Background: an optimization exercise with open tools, aiming at a short achievable clock period and few clock cycles. Do not read the settings as production practice.
Only simulation tests tie the RTL to the original design; equivalence was not proved.
No activity file was given, so power comes from the tool's default toggle rates.

==> flow/design.v (outline; a module is shown in full before it is edited, if it fits) <==
// module mul_s1: 1703 lines
// module mul_s2: 247 lines
// module cpu: 313 lines
module cpu
(
    input   logic           clk,
    input   logic           rst,
    output  logic   [31:0]  imem_addr,
    output  logic   [3:0]   imem_rmask,
    input   logic   [31:0]  imem_rdata,
    input   logic           imem_resp,
    output  logic   [31:0]  dmem_addr,
    output  logic   [3:0]   dmem_rmask,
    output  logic   [3:0]   dmem_wmask,
    input   logic   [31:0]  dmem_rdata,
    output  logic   [31:0]  dmem_wdata,
    input   logic           dmem_resp
);
  // ...
==> flow/run.sh <==
#!/bin/bash
# synth_recipe.tcl (not shown) runs the flow's synth.tcl, then flattens the netlist and writes it again
# the make line also repeats each setting of config.mk as NAME=value (left out here)
make -C /OpenROAD-flow-scripts/flow DESIGN_CONFIG=/design/flow/config.mk WORK_HOME=/design/flow/orfs CLKGATE_MAP_FILE= SYNTH_SCRIPT=/design/flow/synth_recipe.tcl finish
==> flow/config.mk <==
export PLATFORM = sky130hd
export DESIGN_NAME = cpu
export DESIGN_NICKNAME = cpu
export VERILOG_FILES = /design/flow/design.v
export SDC_FILE = /design/flow/constraint.sdc
export NUM_CORES = 4
export LEC_CHECK = 0
export CAP_MARGIN = 20
export CORE_MARGIN = 2
export CORE_UTILIZATION = 30
export PLACE_DENSITY = 0.5
export SLEW_MARGIN = 20
==> flow/constraint.sdc <==
create_clock -name core_clock -period 10.0 [get_ports {clk}]
set_input_delay 2.0000 -clock core_clock [delete_from_list [all_inputs] [get_ports {clk}]]
set_output_delay 2.0000 -clock core_clock [all_outputs]
set_load 0.01 [all_outputs]
==> summary.txt, run 1 <==
status=timing/DRC/antenna clean; M1 WL=254.0 mm; switch share=0.5404; via/cell ratio=roughly 6.2; Max VDD drop=0.7043 mV; hold_ws=0.3236 ns; crit path capture=h_pc[2]$_DFFE_PP_; Slew @ Worst Pin=1.324 ns; Critical Path End Type=register; Clock Path Buffers=4; post-synthesis xor/xnor area fraction=0.01911; Reg area=47,020 µm²; combinational family with the most area after synthesis=compound AO/OA/AOI/OAI gates; met3 routed WL=83.99 mm; pre-CTS WS=2.609 ns; pin count of the biggest net entering global routing=roughly 150; NonClk Buf Share=0.03821; fin. max-slew vios=0; die footprint=420,800 µm²; Yosys cell types=96; die width=around 650 µm; Vias=124.3k; Top pwr grp=combinational cells; Worst EP required=10.54 ns; Psw=between 20,000 and 30,000 µW; post-place instance area=about 130,000 µm²; row count=roughly 240; DRC=0; Leak Pwr=between 0.05 and 0.06 µW; Routed WL=661.1 mm; clock root cell=clkbuf_16; WL met2=274.4 mm; grt met2 use=0.4345; Syn Std Cell Area=124,700 µm²; hold_buf cts=0; Synth Flop Type=edfxtp_1; reg2reg end=h_pc[2]$_DFFE_PP_; Synth Area in Adders=0.1043; post-CTS setup buffer count=0; Die H=roughly 650 µm; Clock H-tree levels=4; most frequent cells after synthesis=2,693 x nand2_1, 1,519 x nor2_1, 1,373 x clkbuf_1, 1,214 x a21oi_1, 1,120 x edfxtp_1
Testbench counts, summed over its fixed seeds: cycles 62,514.
==> module cpu, before the edit <==
module cpu
(
    input   logic           clk,
    input   logic           rst,
    output  logic   [31:0]  imem_addr,
    output  logic   [3:0]   imem_rmask,
    input   logic   [31:0]  imem_rdata,
    input   logic           imem_resp,
    output  logic   [31:0]  dmem_addr,
    output  logic   [3:0]   dmem_rmask,
    output  logic   [3:0]   dmem_wmask,
    input   logic   [31:0]  dmem_rdata,
    output  logic   [31:0]  dmem_wdata,
    input   logic           dmem_resp
);
localparam logic [31:0] RESET_PC = 32'h60000000;
logic [31:0] f_pc;
logic        a_valid;           
logic [31:0] a_pc;
logic        h_valid;           
logic [31:0] h_inst, h_pc;
logic        e_valid;
logic [31:0] e_pc;
logic [4:0]  e_rd;
logic        e_wen, e_isload, e_isstore, e_ismul, e_isbr, e_isjalr;
logic [31:0] e_a, e_b, e_imm, e_alt;
logic        e_fa_m, e_fa_w, e_fb_m, e_fb_w;
logic        e_pred;
logic [2:0]  e_f3;
logic        e_sel_add, e_sel_sub, e_sel_sll, e_sel_slt, e_sel_sltu, e_sel_xor,
             e_sel_srl, e_sel_sra, e_sel_or, e_sel_and, e_sel_b;
logic        e_mas, e_mbs;
logic        m_valid;
logic [31:0] m_pc;
logic [4:0]  m_rd;
logic        m_wen, m_isload, m_isstore, m_ismul, m_mulhi;
logic [31:0] m_res;
logic [31:0] m_addr, m_wdata;
logic [3:0]  m_rmask, m_wmask;
logic [2:0]  m_f3;
logic [1:0]  m_boff;
logic [243:0] m_rows;
logic        w_valid;
logic [31:0] w_pc;
logic [4:0]  w_rd;
logic        w_wen, w_isload, w_isstore;
logic [31:0] w_res;
logic [2:0]  w_f3;
logic [1:0]  w_boff;
logic [31:0] rf [1:31];
assign imem_addr  = f_pc;
assign imem_rmask = 4'b1111;
assign dmem_addr  = m_addr;
assign dmem_rmask = m_rmask;
assign dmem_wmask = m_wmask;
assign dmem_wdata = m_wdata;
logic [31:0] ld_val, w_wdata;
logic        w_fail, w_we;
always_comb begin
    logic [7:0]  by;
    logic [15:0] hw;
    by = dmem_rdata[8*w_boff +: 8];
    hw = w_boff[1] ? dmem_rdata[31:16] : dmem_rdata[15:0];
    unique case (w_f3)
        3'b000:  ld_val = {{24{by[7]}}, by};
        3'b001:  ld_val = {{16{hw[15]}}, hw};
        3'b100:  ld_val = {24'd0, by};
        3'b101:  ld_val = {16'd0, hw};
        default: ld_val = dmem_rdata;
    endcase
end
assign w_wdata = w_isload ? ld_val : w_res;
assign w_fail  = w_valid & (w_isload | w_isstore) & ~dmem_resp;
assign w_we    = w_valid & w_wen;         
logic        d_valid;
logic [31:0] d_inst, d_pc;
assign d_valid = h_valid | (a_valid & imem_resp);
assign d_inst  = h_valid ? h_inst : imem_rdata;
assign d_pc    = h_valid ? h_pc : a_pc;
logic [6:0] d_op;
logic [2:0] d_f3;
logic [4:0] d_rd, d_rs1, d_rs2;
logic d_lui, d_auipc, d_jal, d_jalr, d_br, d_load, d_store, d_opimm, d_opreg, d_mul;
assign d_op  = d_inst[6:0];
assign d_f3  = d_inst[14:12];
assign d_rd  = d_inst[11:7];
assign d_rs1 = d_inst[19:15];
assign d_rs2 = d_inst[24:20];
assign d_lui   = d_op == 7'b0110111;
assign d_auipc = d_op == 7'b0010111;
assign d_jal   = d_op == 7'b1101111;
assign d_jalr  = d_op == 7'b1100111;
assign d_br    = d_op == 7'b1100011;
assign d_load  = d_op == 7'b0000011;
assign d_store = d_op == 7'b0100011;
assign d_opimm = d_op == 7'b0010011;
assign d_opreg = d_op == 7'b0110011;
assign d_mul   = d_opreg & d_inst[25];
logic [31:0] i_imm, s_imm, b_imm, u_imm, j_imm;
assign i_imm = {{20{d_inst[31]}}, d_inst[31:20]};
assign s_imm = {{20{d_inst[31]}}, d_inst[31:25], d_inst[11:7]};
assign b_imm = {{19{d_inst[31]}}, d_inst[31], d_inst[7], d_inst[30:25], d_inst[11:8], 1'b0};
assign u_imm = {d_inst[31:12], 12'd0};
assign j_imm = {{11{d_inst[31]}}, d_inst[31], d_inst[19:12], d_inst[20], d_inst[30:21], 1'b0};
logic d_use1, d_use2, d_wen;
assign d_use1 = d_jalr | d_br | d_load | d_store | d_opimm | d_opreg;
assign d_use2 = d_br | d_store | d_opreg;
assign d_wen  = (d_rd != 5'd0) & (d_lui | d_auipc | d_jal | d_jalr | d_load | d_opimm | d_opreg);
logic [31:0] r1, r2;
always_comb begin
    r1 = (d_rs1 == 5'd0) ? 32'd0 : rf[d_rs1];
    r2 = (d_rs2 == 5'd0) ? 32'd0 : rf[d_rs2];
    if (w_we && w_rd == d_rs1) r1 = w_wdata;
    if (w_we && w_rd == d_rs2) r2 = w_wdata;
end
logic m1_e, m1_m, m2_e, m2_m;
assign m1_e = e_valid & e_wen & (e_rd == d_rs1);
assign m1_m = m_valid & m_wen & (m_rd == d_rs1);
assign m2_e = e_valid & e_wen & (e_rd == d_rs2);
assign m2_m = m_valid & m_wen & (m_rd == d_rs2);
logic hz1, hz2, stall_d;
assign hz1 = (m1_e & (e_isload | e_ismul)) | (~m1_e & m1_m & m_isload);
assign hz2 = (m2_e & (e_isload | e_ismul)) | (~m2_e & m2_m & m_isload);
assign stall_d = d_valid & ((d_use1 & hz1) | (d_use2 & hz2) |
                            (d_store & e_valid & (e_isload | e_isstore)));
logic        redirect_e;
logic [31:0] target_e;
logic        d_fire, d_redir;
logic [31:0] d_target;
assign d_fire   = d_valid & ~stall_d & ~redirect_e & ~w_fail;
assign d_redir  = d_jal | (d_br & d_inst[31]);
assign d_target = d_pc + (d_jal ? j_imm : b_imm);
logic [31:0] opa, opb;
assign opa = e_fa_m ? m_res : (e_fa_w ? w_res : e_a);
assign opb = e_fb_m ? m_res : (e_fb_w ? w_res : e_b);
logic signed [31:0] sopa, sopb;
assign sopa = opa;
assign sopb = opb;
logic [31:0] alu_out;
always_comb begin
    logic [31:0] r_add, r_sub, r_sll, r_srl, r_sra;
    r_add = opa + opb;
    r_sub = opa - opb;
    r_sll = opa << opb[4:0];
    r_srl = opa >> opb[4:0];
    r_sra = sopa >>> opb[4:0];
    alu_out = ({32{e_sel_add}}  & r_add)
            | ({32{e_sel_sub}}  & r_sub)
            | ({32{e_sel_sll}}  & r_sll)
            | ({32{e_sel_slt}}  & {31'd0, sopa < sopb})
            | ({32{e_sel_sltu}} & {31'd0, opa < opb})
            | ({32{e_sel_xor}}  & (opa ^ opb))
            | ({32{e_sel_srl}}  & r_srl)
            | ({32{e_sel_sra}}  & r_sra)
            | ({32{e_sel_or}}   & (opa | opb))
            | ({32{e_sel_and}}  & (opa & opb))
            | ({32{e_sel_b}}    & opb);
end
logic br_taken;
always_comb begin
    logic eq, lt, ltu;
    eq  = opa == opb;
    lt  = sopa < sopb;
    ltu = opa < opb;
    unique case (e_f3)
        3'b000:  br_taken = eq;
        3'b001:  br_taken = ~eq;
        3'b100:  br_taken = lt;
        3'b101:  br_taken = ~lt;
        3'b110:  br_taken = ltu;
        default: br_taken = ~ltu;
    endcase
end
logic [31:0] agu;
assign agu = opa + e_imm;
assign redirect_e = e_valid & ((e_isbr & (br_taken ^ e_pred)) | e_isjalr);
assign target_e   = e_isjalr ? {agu[31:1], 1'b0} : e_alt;
logic [243:0] mul_rows;
mul_s1 mul_s1_i (
    .a({e_mas & opa[31], opa}),
    .b({e_mbs & opb[31], opb}),
    .rows(mul_rows)
);
logic [3:0]  st_mask;
logic [31:0] st_data;
always_comb begin
    unique case (e_f3[1:0])
        2'b00:   begin st_mask = 4'b0001 << agu[1:0]; st_data = {4{opb[7:0]}}; end
        2'b01:   begin st_mask = agu[1] ? 4'b1100 : 4'b0011; st_data = {2{opb[15:0]}}; end
        default: begin st_mask = 4'b1111; st_data = opb; end
    endcase
end
logic [63:0] mul_p;
mul_s2 mul_s2_i (.rows(m_rows), .p(mul_p));
always_ff @(posedge clk) begin
    if (rst) begin
        f_pc    <= RESET_PC;
        a_valid <= 1'b0;
        h_valid <= 1'b0;
    end else if (w_fail) begin
        f_pc    <= w_pc;
        a_valid <= 1'b0;
        h_valid <= 1'b0;
    end else if (redirect_e) begin
        f_pc    <= target_e;
        a_valid <= 1'b0;
        h_valid <= 1'b0;
    end else if (stall_d) begin
        h_valid <= 1'b1;
        h_inst  <= d_inst;
        h_pc    <= d_pc;
        a_valid <= 1'b0;
    end else if (d_valid & d_redir) begin
        f_pc    <= d_target;
        a_valid <= 1'b0;
        h_valid <= 1'b0;
    end else if (a_valid & ~imem_resp & ~h_valid) begin
        f_pc    <= a_pc;
        a_valid <= 1'b0;
    end else begin
        f_pc    <= f_pc + 32'd4;
        a_valid <= 1'b1;
        a_pc    <= f_pc;
        h_valid <= 1'b0;
    end
end
always_ff @(posedge clk) begin
    if (rst) begin
        e_valid <= 1'b0;
    end else begin
        e_valid <= d_fire;
    end
    e_pc     <= d_pc;
    e_rd     <= d_rd;
    e_wen    <= d_wen;
    e_isload <= d_load;
    e_isstore<= d_store;
    e_ismul  <= d_mul;
    e_isbr   <= d_br;
    e_isjalr <= d_jalr;
    e_f3     <= d_f3;
    e_pred   <= d_inst[31];
    e_alt    <= d_inst[31] ? d_pc + 32'd4 : d_pc + b_imm;
    e_imm    <= d_store ? s_imm : i_imm;
    e_a      <= d_auipc ? d_pc : (d_lui ? 32'd0 : r1);
    e_b      <= (d_jal | d_jalr) ? d_pc + 32'd4 :
                d_lui | d_auipc ? u_imm :
                d_opimm ? i_imm : r2;
    e_fa_m   <= d_use1 & m1_e;
    e_fa_w   <= d_use1 & ~m1_e & m1_m;
    e_fb_m   <= d_use2 & m2_e;
    e_fb_w   <= d_use2 & ~m2_e & m2_m;
    e_mas    <= d_f3[1:0] == 2'b01 || d_f3[1:0] == 2'b10;
    e_mbs    <= d_f3[1:0] == 2'b01;
    e_sel_add  <= d_auipc | ((d_opimm | (d_opreg & ~d_inst[30])) & d_f3 == 3'b000);
    e_sel_sub  <= d_opreg & d_inst[30] & d_f3 == 3'b000;
    e_sel_sll  <= (d_opimm | d_opreg) & d_f3 == 3'b001;
    e_sel_slt  <= (d_opimm | d_opreg) & d_f3 == 3'b010;
    e_sel_sltu <= (d_opimm | d_opreg) & d_f3 == 3'b011;
    e_sel_xor  <= (d_opimm | d_opreg) & d_f3 == 3'b100;
    e_sel_srl  <= (d_opimm | d_opreg) & d_f3 == 3'b101 & ~d_inst[30];
    e_sel_sra  <= (d_opimm | d_opreg) & d_f3 == 3'b101 & d_inst[30];
    e_sel_or   <= (d_opimm | d_opreg) & d_f3 == 3'b110;
    e_sel_and  <= (d_opimm | d_opreg) & d_f3 == 3'b111;
    e_sel_b    <= d_lui | d_jal | d_jalr;
end
always_ff @(posedge clk) begin
    if (rst | w_fail) begin
        m_valid <= 1'b0;
        m_rmask <= 4'd0;
        m_wmask <= 4'd0;
    end else begin
        m_valid <= e_valid;
        m_rmask <= (e_valid & e_isload) ? 4'b1111 : 4'd0;
        m_wmask <= (e_valid & e_isstore) ? st_mask : 4'd0;
    end
    m_pc     <= e_pc;
    m_rd     <= e_rd;
    m_wen    <= e_wen;
    m_isload <= e_isload;
    m_isstore<= e_isstore;
    m_ismul  <= e_ismul;
    m_mulhi  <= e_f3[1:0] != 2'b00;
    m_res    <= alu_out;
    m_addr   <= {agu[31:2], 2'b00};
    m_wdata  <= st_data;
    m_f3     <= e_f3;
    m_boff   <= agu[1:0];
    m_rows   <= mul_rows;
end
always_ff @(posedge clk) begin
    if (rst | w_fail) begin
        w_valid <= 1'b0;
    end else begin
        w_valid <= m_valid;
    end
    w_pc     <= m_pc;
    w_rd     <= m_rd;
    w_wen    <= m_wen;
    w_isload <= m_isload;
    w_isstore<= m_isstore;
    w_res    <= m_ismul ? (m_mulhi ? mul_p[63:32] : mul_p[31:0]) : m_res;
    w_f3     <= m_f3;
    w_boff   <= m_boff;
end
always_ff @(posedge clk) begin
    if (rst) begin
        for (int i = 1; i < 32; i++) rf[i] <= 32'd0;
    end else if (w_we & ~w_fail) begin
        rf[w_rd] <= w_wdata;
    end
end
endmodule
==> run 2: changes to the inputs <==
--- a/flow/design.v
+++ b/flow/design.v
@@ -1969,13 +1969,26 @@
 logic [31:0] a_pc;
 logic        h_valid;           
 logic [31:0] h_inst, h_pc;
+logic        a_hit, a_taken, h_hit, h_taken;
+logic [31:0] a_tgt, h_tgt;
+logic [1:0]  a_ctr, h_ctr;
+localparam int BTB_N = 32;
+logic [BTB_N-1:0] bt_valid;
+logic [24:0]      bt_tag  [BTB_N];
+logic [31:0]      bt_tgt  [BTB_N];
+logic [1:0]       bt_type [BTB_N];    
+logic [1:0]       bt_ctr  [BTB_N];
 logic        e_valid;
 logic [31:0] e_pc;
 logic [4:0]  e_rd;
 logic        e_wen, e_isload, e_isstore, e_ismul, e_isbr, e_isjalr;
 logic [31:0] e_a, e_b, e_imm, e_alt;
 logic        e_fa_m, e_fa_w, e_fb_m, e_fb_w;
-logic        e_pred;
+logic        e_mfa_m, e_mfa_w, e_mfb_m, e_mfb_w;
+logic        e_cfa_0, e_cfa_m, e_cfa_w, e_cfb_0, e_cfb_m, e_cfb_w;
+logic        e_pred, e_isjal, e_hit, e_jpred;
+logic [1:0]  e_ctr;
+logic [31:0] e_btgt, e_jk0, e_jk1;
 logic [2:0]  e_f3;
 logic        e_sel_add, e_sel_sub, e_sel_sll, e_sel_slt, e_sel_sltu, e_sel_xor,
              e_sel_srl, e_sel_sra, e_sel_or, e_sel_and, e_sel_b;
@@ -1994,15 +2007,19 @@
 logic [31:0] w_pc;
 logic [4:0]  w_rd;
 logic        w_wen, w_isload, w_isstore;
+logic        w_mem;             
 logic [31:0] w_res;
 logic [2:0]  w_f3;
 logic [1:0]  w_boff;
+logic        x_we;
+logic [4:0]  x_rd;
+logic [31:0] x_wdata;
 logic [31:0] rf [1:31];
 assign imem_addr  = f_pc;
 assign imem_rmask = 4'b1111;
 assign dmem_addr  = m_addr;
 assign dmem_rmask = m_rmask;
-assign dmem_wmask = m_wmask;
+assign dmem_wmask = m_wmask & {4{dmem_resp | ~w_mem}};
 assign dmem_wdata = m_wdata;
 logic [31:0] ld_val, w_wdata;
 logic        w_fail, w_we;
@@ -2020,13 +2037,20 @@
     endcase
 end
 assign w_wdata = w_isload ? ld_val : w_res;
-assign w_fail  = w_valid & (w_isload | w_isstore) & ~dmem_resp;
+assign w_fail  = w_mem & ~dmem_resp;
 assign w_we    = w_valid & w_wen;         
 logic        d_valid;
 logic [31:0] d_inst, d_pc;
 assign d_valid = h_valid | (a_valid & imem_resp);
 assign d_inst  = h_valid ? h_inst : imem_rdata;
 assign d_pc    = h_valid ? h_pc : a_pc;
+logic        d_hit, d_btaken;
+logic [31:0] d_btgt_p;
+logic [1:0]  d_ctr;
+assign d_hit    = h_valid ? h_hit : a_hit;
+assign d_btaken = h_valid ? h_taken : a_taken;
+assign d_btgt_p = h_valid ? h_tgt : a_tgt;
+assign d_ctr    = h_valid ? h_ctr : a_ctr;
 logic [6:0] d_op;
 logic [2:0] d_f3;
 logic [4:0] d_rd, d_rs1, d_rs2;
@@ -2052,7 +2076,8 @@
 assign b_imm = {{19{d_inst[31]}}, d_inst[31], d_inst[7], d_inst[30:25], d_inst[11:8], 1'b0};
 assign u_imm = {d_inst[31:12], 12'd0};
 assign j_imm = {{11{d_inst[31]}}, d_inst[31], d_inst[19:12], d_inst[20], d_inst[30:21], 1'b0};
-logic d_use1, d_use2, d_wen;
+logic d_use1, d_use2, d_wen, d_cuse1;
+assign d_cuse1 = d_br | d_jalr | d_load | d_store;
 assign d_use1 = d_jalr | d_br | d_load | d_store | d_opimm | d_opreg;
 assign d_use2 = d_br | d_store | d_opreg;
 assign d_wen  = (d_rd != 5'd0) & (d_lui | d_auipc | d_jal | d_jalr | d_load | d_opimm | d_opreg);
@@ -2060,6 +2085,8 @@
 always_comb begin
     r1 = (d_rs1 == 5'd0) ? 32'd0 : rf[d_rs1];
     r2 = (d_rs2 == 5'd0) ? 32'd0 : rf[d_rs2];
+    if (x_we && x_rd == d_rs1) r1 = x_wdata;
+    if (x_we && x_rd == d_rs2) r2 = x_wdata;
     if (w_we && w_rd == d_rs1) r1 = w_wdata;
     if (w_we && w_rd == d_rs2) r2 = w_wdata;
 end
@@ -2071,15 +2098,31 @@
 logic hz1, hz2, stall_d;
 assign hz1 = (m1_e & (e_isload | e_ismul)) | (~m1_e & m1_m & m_isload);
 assign hz2 = (m2_e & (e_isload | e_ismul)) | (~m2_e & m2_m & m_isload);
-assign stall_d = d_valid & ((d_use1 & hz1) | (d_use2 & hz2) |
-                            (d_store & e_valid & (e_isload | e_isstore)));
+assign stall_d = d_valid & ((d_use1 & hz1) | (d_use2 & hz2));
 logic        redirect_e;
 logic [31:0] target_e;
 logic        d_fire, d_redir;
 logic [31:0] d_target;
 assign d_fire   = d_valid & ~stall_d & ~redirect_e & ~w_fail;
-assign d_redir  = d_jal | (d_br & d_inst[31]);
-assign d_target = d_pc + (d_jal ? j_imm : b_imm);
+logic d_static;
+always_comb begin
+    if (d_rs1 == d_rs2)          d_static = d_f3 == 3'b000 || d_f3 == 3'b101 || d_f3 == 3'b111;
+    else if (d_f3 == 3'b001)     d_static = 1'b1;
+    else if (d_f3 == 3'b000)     d_static = 1'b0;
+    else                         d_static = d_inst[31];
+end
+logic d_pred;
+assign d_pred   = d_hit ? d_btaken : d_static;
+assign d_redir  = ~d_hit & (d_jal | (d_br & d_static));
+logic [31:0] n_tj, n_tb, n_target, h_tb, h_target, d_tb;
+logic [31:0] n_jimm, n_bimm;
+assign n_jimm   = {{11{imem_rdata[31]}}, imem_rdata[31], imem_rdata[19:12], imem_rdata[20], imem_rdata[30:21], 1'b0};
+assign n_bimm   = {{19{imem_rdata[31]}}, imem_rdata[31], imem_rdata[7], imem_rdata[30:25], imem_rdata[11:8], 1'b0};
+assign n_tj     = a_pc + n_jimm;
+assign n_tb     = a_pc + n_bimm;
+assign n_target = (imem_rdata[6:0] == 7'b1101111) ? n_tj : n_tb;
+assign d_target = h_valid ? h_target : n_target;
+assign d_tb     = h_valid ? h_tb : n_tb;
 logic [31:0] opa, opb;
 assign opa = e_fa_m ? m_res : (e_fa_w ? w_res : e_a);
 assign opb = e_fb_m ? m_res : (e_fb_w ? w_res : e_b);
@@ -2106,29 +2149,57 @@
             | ({32{e_sel_and}}  & (opa & opb))
             | ({32{e_sel_b}}    & opb);
 end
-logic br_taken;
-always_comb begin
+function automatic logic br_cond(input logic [2:0] f3, input logic [31:0] a, input logic [31:0] b);
     logic eq, lt, ltu;
-    eq  = opa == opb;
-    lt  = sopa < sopb;
-    ltu = opa < opb;
-    unique case (e_f3)
-        3'b000:  br_taken = eq;
-        3'b001:  br_taken = ~eq;
-        3'b100:  br_taken = lt;
-        3'b101:  br_taken = ~lt;
-        3'b110:  br_taken = ltu;
-        default: br_taken = ~ltu;
+    logic signed [31:0] sa, sb;
+    sa  = a;
+    sb  = b;
+    eq  = a == b;
+    lt  = sa < sb;
+    ltu = a < b;
+    unique case (f3)
+        3'b000:  br_cond = eq;
+        3'b001:  br_cond = ~eq;
+        3'b100:  br_cond = lt;
+        3'b101:  br_cond = ~lt;
+        3'b110:  br_cond = ltu;
+        default: br_cond = ~ltu;
     endcase
-end
+endfunction
+logic [31:0] asrc [3];
+logic [31:0] bsrc [3];
+logic [2:0]  asel, bsel;
+assign asrc[0] = e_a;
+assign asrc[1] = m_res;
+assign asrc[2] = w_res;
+assign bsrc[0] = e_b;
+assign bsrc[1] = m_res;
+assign bsrc[2] = w_res;
+assign asel = {e_cfa_w, e_cfa_m, e_cfa_0};
+assign bsel = {e_cfb_w, e_cfb_m, e_cfb_0};
+logic        br_taken, jalr_ok;
 logic [31:0] agu;
-assign agu = opa + e_imm;
-assign redirect_e = e_valid & ((e_isbr & (br_taken ^ e_pred)) | e_isjalr);
+always_comb begin
+    br_taken = 1'b0;
+    jalr_ok  = 1'b0;
+    agu      = 32'd0;
+    for (int i = 0; i < 3; i++) begin
+        for (int j = 0; j < 3; j++)
+            br_taken = br_taken | (asel[i] & bsel[j] & br_cond(e_f3, asrc[i], bsrc[j]));
+        jalr_ok = jalr_ok | (asel[i] & ((asrc[i] == e_jk0) | (asrc[i] == e_jk1)));
+        agu     = agu | ({32{asel[i]}} & (asrc[i] + e_imm));
+    end
+end
+assign redirect_e = e_valid & ((e_isbr & (br_taken ^ e_pred)) |
+                               (e_isjalr & ~(e_jpred & jalr_ok)));
 assign target_e   = e_isjalr ? {agu[31:1], 1'b0} : e_alt;
 logic [243:0] mul_rows;
+logic [31:0] mopa, mopb;
+assign mopa = e_mfa_m ? m_res : (e_mfa_w ? w_res : e_a);
+assign mopb = e_mfb_m ? m_res : (e_mfb_w ? w_res : e_b);
 mul_s1 mul_s1_i (
-    .a({e_mas & opa[31], opa}),
-    .b({e_mbs & opb[31], opb}),
+    .a({e_mas & mopa[31], mopa}),
+    .b({e_mbs & mopb[31], mopb}),
     .rows(mul_rows)
 );
 logic [3:0]  st_mask;
@@ -2142,39 +2213,106 @@
 end
 logic [63:0] mul_p;
 mul_s2 mul_s2_i (.rows(m_rows), .p(mul_p));
+logic [4:0]  f_idx;
+logic        f_hit, f_taken;
+logic [31:0] f_tgt, f_next;
+logic [1:0]  f_ctr;
+assign f_idx   = f_pc[6:2];
+assign f_hit   = bt_valid[f_idx] & (bt_tag[f_idx] == f_pc[31:7]);
+assign f_ctr   = bt_ctr[f_idx];
+assign f_tgt   = bt_tgt[f_idx];
+assign f_taken = f_hit & ((bt_type[f_idx] != 2'd0) | f_ctr[1]);
+assign f_next  = f_taken ? f_tgt : f_pc + 32'd4;
+logic        bw_valid;
+logic [4:0]  bw_idx;
+logic [24:0] bw_tag;
+logic [31:0] bw_tgt;
+logic [1:0]  bw_type, bw_ctr;
+logic        e_taken;
+logic [1:0]  e_ctr_up, e_ctr_dn;
+assign e_taken  = e_isbr ? br_taken : 1'b1;
+assign e_ctr_up = ~e_hit ? 2'b10 : ((e_ctr == 2'b11) ? 2'b11 : e_ctr + 2'd1);
+assign e_ctr_dn = ~e_hit ? 2'b01 : ((e_ctr == 2'b00) ? 2'b00 : e_ctr - 2'd1);
+always_ff @(posedge clk) begin
+    if (rst) begin
+        bw_valid <= 1'b0;
+    end else begin
+        bw_valid <= e_valid & (e_isbr | e_isjal | e_isjalr);
+    end
+    bw_idx  <= e_pc[6:2];
+    bw_tag  <= e_pc[31:7];
+    bw_tgt  <= e_isjalr ? {agu[31:1], 1'b0} : e_btgt;
+    bw_type <= e_isjalr ? 2'd2 : (e_isjal ? 2'd1 : 2'd0);
+    bw_ctr  <= e_taken ? e_ctr_up : e_ctr_dn;
+end
+always_ff @(posedge clk) begin
+    if (rst) begin
+        bt_valid <= '0;
+    end else if (bw_valid) begin
+        bt_valid[bw_idx] <= 1'b1;
+    end
+    if (bw_valid) begin
+        bt_tag[bw_idx]  <= bw_tag;
+        bt_tgt[bw_idx]  <= bw_tgt;
+        bt_type[bw_idx] <= bw_type;
+        bt_ctr[bw_idx]  <= bw_ctr;
+    end
+end
+logic [31:0] f_other;
+logic        f_sel_dt;
+always_comb begin
+    if (w_fail)                              f_other = w_pc;
+    else if (redirect_e)                     f_other = target_e;
+    else if (stall_d)                        f_other = f_pc;
+    else if (a_valid & ~imem_resp & ~h_valid) f_other = a_pc;
+    else                                     f_other = f_next;
+end
+assign f_sel_dt = d_valid & d_redir & ~stall_d & ~redirect_e & ~w_fail;
+always_ff @(posedge clk) begin
+    if (rst) begin
+        f_pc <= RESET_PC;
+    end else begin
+        f_pc <= f_sel_dt ? d_target : f_other;
+    end
+end
 always_ff @(posedge clk) begin
     if (rst) begin
-        f_pc    <= RESET_PC;
-        a_valid <= 1'b0;
-        h_valid <= 1'b0;
-    end else if (w_fail) begin
-        f_pc    <= w_pc;
         a_valid <= 1'b0;
         h_valid <= 1'b0;
-    end else if (redirect_e) begin
-        f_pc    <= target_e;
+    end else if (w_fail | redirect_e) begin
         a_valid <= 1'b0;
         h_valid <= 1'b0;
     end else if (stall_d) begin
         h_valid <= 1'b1;
-        h_inst  <= d_inst;
-        h_pc    <= d_pc;
         a_valid <= 1'b0;
     end else if (d_valid & d_redir) begin
-        f_pc    <= d_target;
         a_valid <= 1'b0;
         h_valid <= 1'b0;
     end else if (a_valid & ~imem_resp & ~h_valid) begin
-        f_pc    <= a_pc;
         a_valid <= 1'b0;
     end else begin
-        f_pc    <= f_pc + 32'd4;
         a_valid <= 1'b1;
-        a_pc    <= f_pc;
         h_valid <= 1'b0;
     end
 end
 always_ff @(posedge clk) begin
+    a_pc    <= f_pc;
+    a_hit   <= f_hit;
+    a_taken <= f_taken;
+    a_tgt   <= f_tgt;
+    a_ctr   <= f_ctr;
+    if (!h_valid) begin
+        h_inst  <= imem_rdata;
+        h_pc    <= a_pc;
+        h_target<= n_target;
+        h_tb    <= n_tb;
+        h_hit   <= a_hit;
+        h_taken <= a_taken;
+        h_tgt   <= a_tgt;
+        h_ctr   <= a_ctr;
+    end
+end
+always_ff @(posedge clk) begin
     if (rst) begin
         e_valid <= 1'b0;
     end else begin
@@ -2189,8 +2327,15 @@
     e_isbr   <= d_br;
     e_isjalr <= d_jalr;
     e_f3     <= d_f3;
-    e_pred   <= d_inst[31];
-    e_alt    <= d_inst[31] ? d_pc + 32'd4 : d_pc + b_imm;
+    e_pred   <= d_pred;
+    e_alt    <= d_pred ? d_pc + 32'd4 : d_tb;
+    e_isjal  <= d_jal;
+    e_hit    <= d_hit;
+    e_ctr    <= d_ctr;
+    e_jpred  <= d_hit;
+    e_jk0    <= d_btgt_p - i_imm;            
+    e_jk1    <= d_btgt_p - i_imm + 32'd1;    
+    e_btgt   <= d_target;
     e_imm    <= d_store ? s_imm : i_imm;
     e_a      <= d_auipc ? d_pc : (d_lui ? 32'd0 : r1);
     e_b      <= (d_jal | d_jalr) ? d_pc + 32'd4 :
@@ -2200,6 +2345,16 @@
     e_fa_w   <= d_use1 & ~m1_e & m1_m;
     e_fb_m   <= d_use2 & m2_e;
     e_fb_w   <= d_use2 & ~m2_e & m2_m;
+    e_mfa_m  <= d_mul & m1_e;
+    e_mfa_w  <= d_mul & ~m1_e & m1_m;
+    e_mfb_m  <= d_mul & m2_e;
+    e_mfb_w  <= d_mul & ~m2_e & m2_m;
+    e_cfa_m  <= d_cuse1 & m1_e;
+    e_cfa_w  <= d_cuse1 & ~m1_e & m1_m;
+    e_cfa_0  <= ~(d_cuse1 & (m1_e | m1_m));
+    e_cfb_m  <= d_br & m2_e;
+    e_cfb_w  <= d_br & ~m2_e & m2_m;
+    e_cfb_0  <= ~(d_br & (m2_e | m2_m));
     e_mas    <= d_f3[1:0] == 2'b01 || d_f3[1:0] == 2'b10;
     e_mbs    <= d_f3[1:0] == 2'b01;
     e_sel_add  <= d_auipc | ((d_opimm | (d_opreg & ~d_inst[30])) & d_f3 == 3'b000);
@@ -2241,8 +2396,10 @@
 always_ff @(posedge clk) begin
     if (rst | w_fail) begin
         w_valid <= 1'b0;
+        w_mem   <= 1'b0;
     end else begin
         w_valid <= m_valid;
+        w_mem   <= m_valid & (m_isload | m_isstore);
     end
     w_pc     <= m_pc;
     w_rd     <= m_rd;
@@ -2255,9 +2412,18 @@
 end
 always_ff @(posedge clk) begin
     if (rst) begin
+        x_we <= 1'b0;
+    end else begin
+        x_we <= w_we & ~w_fail;
+    end
+    x_rd    <= w_rd;
+    x_wdata <= w_wdata;
+end
+always_ff @(posedge clk) begin
+    if (rst) begin
         for (int i = 1; i < 32; i++) rf[i] <= 32'd0;
-    end else if (w_we & ~w_fail) begin
-        rf[w_rd] <= w_wdata;
+    end else if (x_we) begin
+        rf[x_rd] <= x_wdata;
     end
 end
 endmodule
--- a/flow/config.mk
+++ b/flow/config.mk
@@ -5,8 +5,11 @@
 export SDC_FILE = /design/flow/constraint.sdc
 export NUM_CORES = 4
 export LEC_CHECK = 0
+export ABC_CLOCK_PERIOD_IN_PS = 4000
 export CAP_MARGIN = 20
 export CORE_MARGIN = 2
 export CORE_UTILIZATION = 30
 export PLACE_DENSITY = 0.5
+export SETUP_SLACK_MARGIN = 5
 export SLEW_MARGIN = 20
+export TNS_END_PERCENT = 100
==> run 2 against run 1 <==
Critical endpoint is now m_rows[130]$_DFF_P_. Register-to-register slack improved by 2.2 ns. Global-route usage decreased by 3.1 points. Fmax increased by 44%. Largest power group unchanged. Via count increased by 50%. Core utilization increased by 1.3 points. Power increased by 46%. Worst setup slack improved by 2.2 ns. Synthesized cell count increased by 41%. Die area increased by 79%. Sequential cell count increased by 2234. Synthesized area increased by 80%. Clock power increased by 110%.
==> summary.txt, run 2 <==
status=timing/DRC/antenna clean (unchanged); Tcrit/Tclk final=0.5130 (was 0.7370); CTS tree=done (unchanged); max frequency=194.9 MHz (was 135.7 MHz); routability cong.=1.003 (was 1.021); layout cells sized above 1=0.1369 (was 0.07594); CP arrival=6.26 ns (was 7.91 ns); initial core utilization=0.3007 (was 0.3016); Slew @ Worst Pin=1.435 ns (was 1.324 ns); pin count of the biggest net entering global routing=156 (was 145); Vias=186.9k (was 124.3k); Leak Pwr=0.09274 µW (was 0.05110 µW); synth-to-layout area growth=15.88% (was 11.27%); Initial DRC Count=28.83k (was 20.19k); Yosys reg bits=4,022 (was 1,788); clock skew=0.2022 ns (was 0.1157 ns); Final ANT Viol Nets=0 (unchanged); clk latency of the worst-skew pair=1.21 ns (was 1.01 ns); Worst EP required=11.13 ns (was 10.54 ns); most frequent cell after synthesis=nand2_1 (unchanged); vias in the first global route=173.8k (was 114.4k); register area share after synthesis=0.4928 (was 0.3770); DP HPWL=678.3 mm (was 431.0 mm); initial antenna violation count=119 (was 48); final setup fails=0 (unchanged); final net count=22.12k (was 15.22k); Post-Syn Instances=21.31k (was 15.15k); Wirelength per Cell=33.88 µm (was 32.93 µm); power per cell area=270.9 nW/µm² (was 347.0 nW/µm²); Yosys top cell area share=0.3994 (was 0.2698); I/O pins=176 (unchanged); most common cell after layout, fill and taps aside=nand2_1 (unchanged); Fillers=73.38k (was 43.36k); met3 GRT Util=0.07134 (was 0.09395); fin. max-slew vios=0 (unchanged); Post-synth ARST share=0 (unchanged); grt met2 use=0.3991 (was 0.4345); post-route setup TNS=0 ns (unchanged); Routed WL=1061 mm (was 661.1 mm); Post-Syn Area per Cell=10.51 µm² (was 8.227 µm²); crit-path max FO=35 (was 64); Syn Std Cell Area=223,900 µm² (was 124,700 µm²); met1 Use GR=0.3525 (was 0.3865); EDFF count, synth=2,978 (was 1,120); IO buf count=169 (unchanged); Hold Path Class=register to register (unchanged); die footprint=753,300 µm² (was 420,800 µm²); global route hottest layer=met2 (unchanged); first-pass GRT wire length=1435 mm (was 914.2 mm); relative slew slack=0.04253 (was 0.1109); Worst Path Class, Setup=register to register (unchanged); Yosys Warn Count=3 (was 1); Num CTS Buffers=444 (was 208); main area contributors after synthesis=edfxtp_1 40%, dfxtp_1 9.3%, mux4_2 5.2% (was edfxtp_1 27%, dfxtp_1 11%, nand2_1 8.1%); Synth Area in Adders=0.07641 (was 0.1043); startpoint types=register (unchanged); largest registers=bt_tgt (1024), rf (1024), bt_tag (800) (was rf (1024), m_rows (238)); Synth Flop Type=edfxtp_1 (unchanged); Yosys cell types=98 (was 96); Pre-antenna DRT Iters=14 (was 9); Clock H-tree levels=5 (was 4); R2R setup slack=4.87 ns (was 2.63 ns); GR Overflow Total=0 (unchanged); Compound-Gate Fraction of Synth Area=0.1474 (was 0.2178); Critical Path End Type=register (unchanged); mux share of post-synthesis cell area=0.06937 (was 0.02403); CTS clock-pin slew for the worst setup and hold paths=0.07 ns (about the same); Clock Path Buffers=4 (unchanged); Max VDD drop=0.8829 mV (was 0.7043 mV); post-synthesis xor/xnor area fraction=0.02547 (was 0.01911); largest area contributor in the netlist=edfxtp_1 (unchanged); DRC=0 (unchanged); Final min period=5.130 ns (was 7.370 ns); Post-Synth Simple-Gate Area=0.1440 (was 0.1916); hold_ws=0.2983 ns (was 0.3236 ns); RSZ-0062 raised after global routing=true (was false); most frequent cells in the layout=3,049 x nand2_1, 2,978 x edfxtp_1, 1,250 x a21oi_1, 1,131 x nand3_1, 1,050 x o21ai_0 (was 2,630 x nand2_1, 1,508 x nor2_1, 1,184 x a21oi_1, 1,120 x edfxtp_1, 869 x nand3_1); clk sinks=4,022 (was 1,788); die width=867.9 µm (was 648.7 µm); core area=744,500 µm² (was 413,400 µm²); MaxCap Viol Count=0 (unchanged); Die H=867.9 µm (was 648.7 µm); row count=317 (was 236); most frequent cells after synthesis=3,082 x nand2_1, 2,978 x edfxtp_1, 1,589 x clkbuf_1, 1,306 x a21oi_1, 1,139 x nand3_1 (was 2,693 x nand2_1, 1,519 x nor2_1, 1,373 x clkbuf_1, 1,214 x a21oi_1, 1,120 x edfxtp_1); Total Routing Usage GR=0.2682 (was 0.2995); Final Hold Fails=0 (unchanged); via/cell ratio=5.966 (was 6.190); clock root cell=clkbuf_16 (unchanged); combinational family with the most area after synthesis=compound AO/OA/AOI/OAI gates (unchanged)
-- run 2: per-stage QoR --
step / setup slack (ns) / cell area [µm²] / total power, µW / std cells / utilization
5_1_grt: 4.866 / 259300 / 72550 / 31290 / 0.3484
3_3_place_gp: 2.476 / 237900 / 49910 / 30170 / 0.3196
6_report: 4.870 / 259500 / 70300 / 31340 / 0.3485
2_1_floorplan: 3.686 / 224100 / 35830 / 21310 / -
4_1_cts: 4.864 / 256500 / 68810 / 31130 / 0.3446
3_5_place_dp: 2.439 / 238100 / 49950 / 30180 / 0.3198
-- run 2: critical path, cell delays in order (launching register included) --
cell      delay (ns)
dfxtp_4         0.45
buf_12          0.18
buf_4           0.15
mux2i_1         0.53
o21ai_4         0.08
buf_6           0.24
inv_4           0.26
buf_6           0.35
nand2_2         0.30
o221ai_1        0.27
a22oi_1         0.15
fa_1            0.42
inv_1           0.22
fa_1            0.48
fa_1            0.51
inv_1           0.05
fa_1            0.52
-- run 2: where the power goes --
group	internal, µW	switching, µW
registers	19100	1140
clock network	9630	7320
logic	11000	22100
total	39700	30600
-- run 2: kinds of logic after synthesis --
kind of cell    Yosys count
flops                  4022
other cells               2
compound gates         5111
xor+xnor                651
buf+inv                2575
fa+ha+maj              1088
mux                     895
simple gates           6963
-- run 2: routing by layer --
| layer | part of all wire | vias to the layer above |
|---|---|---|
| met2 | 0.42 | 12700 |
| met1 | 0.39 | 93660 |
| met3 | 0.12 | 2861 |
| li1 | - | 77680 |
| met5 | 0.00070 | - |
| met4 | 0.072 | 34 |
-- run 2: area by class of cell --
cell class	count	area [µm²]	area share
repair inverters	2	17.52	0.00006751
clock inverters	239	2620	0.01010
diodes	95	237.7	0.0009163
flip-flops and latches	4022	110400	0.4257
well taps	9889	12370	0.04769
inverters	694	2733	0.01053
repair buffers	1082	11270	0.04346
multi-input cells	14720	107500	0.4142
clock buffers	591	12270	0.04730
-- run 2: worst paths after layout --
path,start,endpoint,depth (start not counted)
setup / recovery,e_mfb_w$_DFF_P_,m_rows[130]$_DFF_P_,16
hold reg to reg,m_pc[0]$_DFF_P_,w_pc[0]$_DFF_P_,0
setup reg to reg,e_mfb_w$_DFF_P_,m_rows[130]$_DFF_P_,16
hold / removal,m_pc[0]$_DFF_P_,w_pc[0]$_DFF_P_,0
-- run 2: what timing repair did --
item,CTS,global route
hold endpoints to repair,0,0
gates cloned,25,25
pin swaps,52,68
resized for setup,524,323
buffers inserted,93,84
setup endpoints to repair,385,192
hold buffers,0,0
Testbench counts of run 2, summed over its fixed seeds: cycles 53,925.

[separate check: timing with driven ports]
The results above use ideal ports. As a check the final layouts listed here were re-extracted and re-timed, cells and wires unchanged. Step 1 (the two cells are an assumption about what drives the block):
set clk [get_ports {clk}]
set_driving_cell -lib_cell sky130_fd_sc_hd__clkbuf_16 $clk
set_driving_cell -lib_cell sky130_fd_sc_hd__buf_2 [delete_from_list [all_inputs] $clk]
Step 2, shift: input delay + t, output delay - t, t = (earliest + latest rising clock arrival at the registers) / 2. This alone moves slack from input paths to output paths. Slacks: no drivers / after step 1 / after step 2; pairs: no drivers / after step 1.
run | t, ns | setup WS [ns] | latest minus earliest clock arrival (ns)
run 1 | 1.054 | 2.630 / 2.630 / 2.354 | 0.129 / 0.129
run 2 | 1.262 | 4.870 / 4.870 / 3.650 | 0.213 / 0.213
After both steps every run listed still meets setup and hold. For run 2, which loses most, drivers alone change the setup slack by 0.000 ns; drivers and shift together by -1.220 ns.
